This design comes from an exercise in tuning for a short achievable clock period and few clock cycles on the open sky130 flow, not from production work.
The RTL was checked by simulation tests, not by an equivalence proof against the original design.
Power figures rest on the tool's default switching activity, not on a simulated workload.

== JK ==
Design rv32i_cpu_t, start of the top module:
module rv32i_cpu_t(
    input wire clk,                    
    input wire reset,                  
    input wire hold,                   
    input wire [31:0] in_data,         
    output wire [3:0] out_write_mask,  
    output wire [31:0] out_mem_addr,   
    output wire [31:0] out_data        
    );
Settings: LEC_CHECK=0, ABC_CLOCK_PERIOD_IN_PS=4000, CAP_MARGIN=20, CORE_MARGIN=2, CORE_UTILIZATION=40, SLEW_MARGIN=20; clock period 12.0 ns.
standard.sh (not shown) runs the stock make flow with config.mk's settings and CLKGATE_MAP_FILE= SYNTH_SCRIPT=/design/flow/synth_recipe.tcl, a recipe that flattens the netlist after the stock synthesis.
==> flow/flow/run.sh <==
#!/bin/bash
set -euo pipefail
bash standard.sh SETUP_SLACK_MARGIN=8.5 "BUFFER_PORTS_ARGS=-buffer_cell sky130_fd_sc_hd__buf_4" finish > layout.log 2>&1
JK: PASS, flow complete, no timing, DRC or antenna violations
Testbench counts of JK, summed over its fixed seeds: cycles 205,507.
Modified inputs, MS compared to JK
--- a/flow/design.v
+++ b/flow/design.v
@@ -258,18 +258,18 @@
   wire [31:0] d_v1 = {d_bptgt[31:1], 1'b1} - d_immi;
   wire d_e1 = e_valid & e_wen & (e_rd == d_rs1);
   wire d_m1 = m_valid & m_wen & (m_rd == d_rs1);
   wire d_w1 = w_wen & (w_rd == d_rs1);
   wire d_e2 = e_valid & e_wen & (e_rd == d_rs2);
   wire d_m2 = m_valid & m_wen & (m_rd == d_rs2);
   wire d_w2 = w_wen & (w_rd == d_rs2);
-  wire d_haz = (d_use1 & d_e1 & e_load) | (d_use2 & d_e2 & e_load);
-  wire [31:0] m_val = m_load ? ld_val : m_res;
-  wire [31:0] o1 = d_m1 ? m_val : d_w1 ? w_data : xv[d_rs1*32 +: 32];
-  wire [31:0] o2 = d_m2 ? m_val : d_w2 ? w_data : xv[d_rs2*32 +: 32];
+  wire d_haz = (d_use1 & (d_e1 ? e_load : (d_m1 & m_load))) |
+               (d_use2 & (d_e2 ? e_load : (d_m2 & m_load)));
+  wire [31:0] o1 = d_m1 ? m_res : d_w1 ? w_data : xv[d_rs1*32 +: 32];
+  wire [31:0] o2 = d_m2 ? m_res : d_w2 ? w_data : xv[d_rs2*32 +: 32];
   wire [31:0] v_pre = e_pre;
   wire [31:0] v_slt = {31'd0, lts};
   wire [31:0] v_sltu = {31'd0, ltu};
   wire [31:0] v_xor = e_a ^ e_b;
   wire [31:0] v_or  = e_a | e_b;
   wire [31:0] v_and = e_a & e_b;
   wire fb = d_e2 & ~d_selimm;
@@ -305,19 +305,14 @@
       aq      <= RESET_VECTOR;
       d_valid <= 1'b0;
       e_valid <= 1'b0;
       m_valid <= 1'b0;
       m_port  <= 1'b0;
       m_mask  <= 4'd0;
       m_sd    <= 32'd0;    
-      e_a     <= 32'd0;
-      e_b     <= 32'd0;
-      e_r2    <= 32'd0;
-      d_inst  <= 32'd0;
-      d_pc    <= 32'd0;
       w_wen   <= 1'b0;
       d_fill  <= 1'b0;
       u_alloc <= 1'b0;
       u_fix   <= 1'b0;
       u_clear <= 1'b0;
     end else if (hold) begin
       u_alloc <= 1'b0;
@@ -329,42 +324,39 @@
       d_valid <= e_fast | (f_fire ? ~(e_redirect | d_redirect) :
                            d_fire ? 1'b0 : d_valid & ~e_redirect);
       e_valid <= d_fire & ~e_redirect;
       m_valid <= e_valid;
       m_port  <= e_port;
       m_mask  <= (e_valid & e_store) ? smask : 4'd0;
       m_sd    <= sdata;
-      e_a     <= a_next;
-      e_b     <= b_next;
-      e_r2    <= r2_next;
-      if (e_fast) begin
-        d_inst  <= al_q;
-        d_pc    <= e_alt;
-      end else if (f_fire) begin
-        d_inst <= ic_hit ? ic_q : in_data;
-        d_pc   <= fpc;
-      end
       w_wen   <= m_valid & m_wen;
       d_fill  <= f_fire & ~ic_hit;
       u_alloc <= m_valid & m_ctl & m_taken & ~m_bp;
       u_fix   <= m_valid & m_ctl & m_taken & m_bp;
       u_clear <= m_valid & m_ctl & ~m_taken & m_bp;
     end
   end
   always @(posedge clk) begin
     if (!hold) begin
       if (e_fast) begin
+        d_inst  <= al_q;
+        d_pc    <= e_alt;
         d_pc4   <= e_alt4;
         d_bp    <= 1'b0;
       end else if (f_fire) begin
+        d_inst <= ic_hit ? ic_q : in_data;
+        d_pc   <= fpc;
         d_pc4  <= fpc4;
         d_bp    <= bt_any;
         d_bpsel <= bt_hit;
         d_bptgt <= {bt_htgt, 2'b00};
       end
+      e_a      <= a_next;
+      e_b      <= b_next;
+      e_r2     <= r2_next;
       e_pre    <= ({32{d_is_lui}} & d_immu) | ({32{d_is_auipc}} & d_tu) |
                   ({32{~d_is_lui & ~d_is_auipc}} & d_pc4);
       e_alt    <= d_pred ? d_pc4 : d_tgt;
       e_alt4   <= d_pred ? d_pc4 + 32'd4 : d_pc4 + d_immb;
       e_rd     <= d_rd;
       e_wen    <= d_wen;
       e_load   <= d_is_load & d_rdnz;
### Flow results
Cmp MS and JK / wire length the detailed router placed on met1 / lower: MS
Compared with JK, MS shows a number of signal-net inverters in the final layout that is 3 lower.
In the final reports, the cell area of MS is smaller than that of JK.
MS ends up with a multi-input logic cell count that is about 5.6% lower than in JK.
Critical path depth: MS and JK compared, higher one is JK
MS against JK: clock insertion delay at the later pin of the skew report flat, power up 3.9%, first-pass detailed-route iteration total flat, worst path arrival time down 70 ps, maximum clock frequency down about 3.3%.
Maximum ir drop on the vdd rail, MS and JK: smaller value in JK
MS — share of synthesized cell area in and, or, nand and nor gates 0.33 points lower, JK as reference
Testbench counts of MS, summed over its fixed seeds: cycles 206,256.

separate check: timing with driven ports:
The flow's constraints put no driver on any port. The routed layouts listed below were extracted and timed again, unchanged, in two steps. Step 1: set_driving_cell puts a clkbuf_16 on clk and a buf_2 on each other input, an assumption about the parent block. Step 2 also shifts input and output timing later by t, the mid clock arrival at the registers, as if the neighbouring blocks saw the same clock. Three values: ideal ports, drivers, drivers and shift; two values: the first two.
run | t (ns) | slack for setup (ns) | worst hold slack (ns) | worst slew at a driven data input, ns
JK | 1.112 | 7.887 / 7.881 / 6.961 | 0.394 / 0.394 / 0.394 | 0.16
MS | 1.113 | 7.748 / 7.748 / 7.301 | 0.382 / 0.382 / 0.382 | 0.25
After both steps setup and hold are still met in every run listed. The setup slack of JK, which loses most, moves by -0.006 ns with the drivers and by -0.926 ns with both steps.
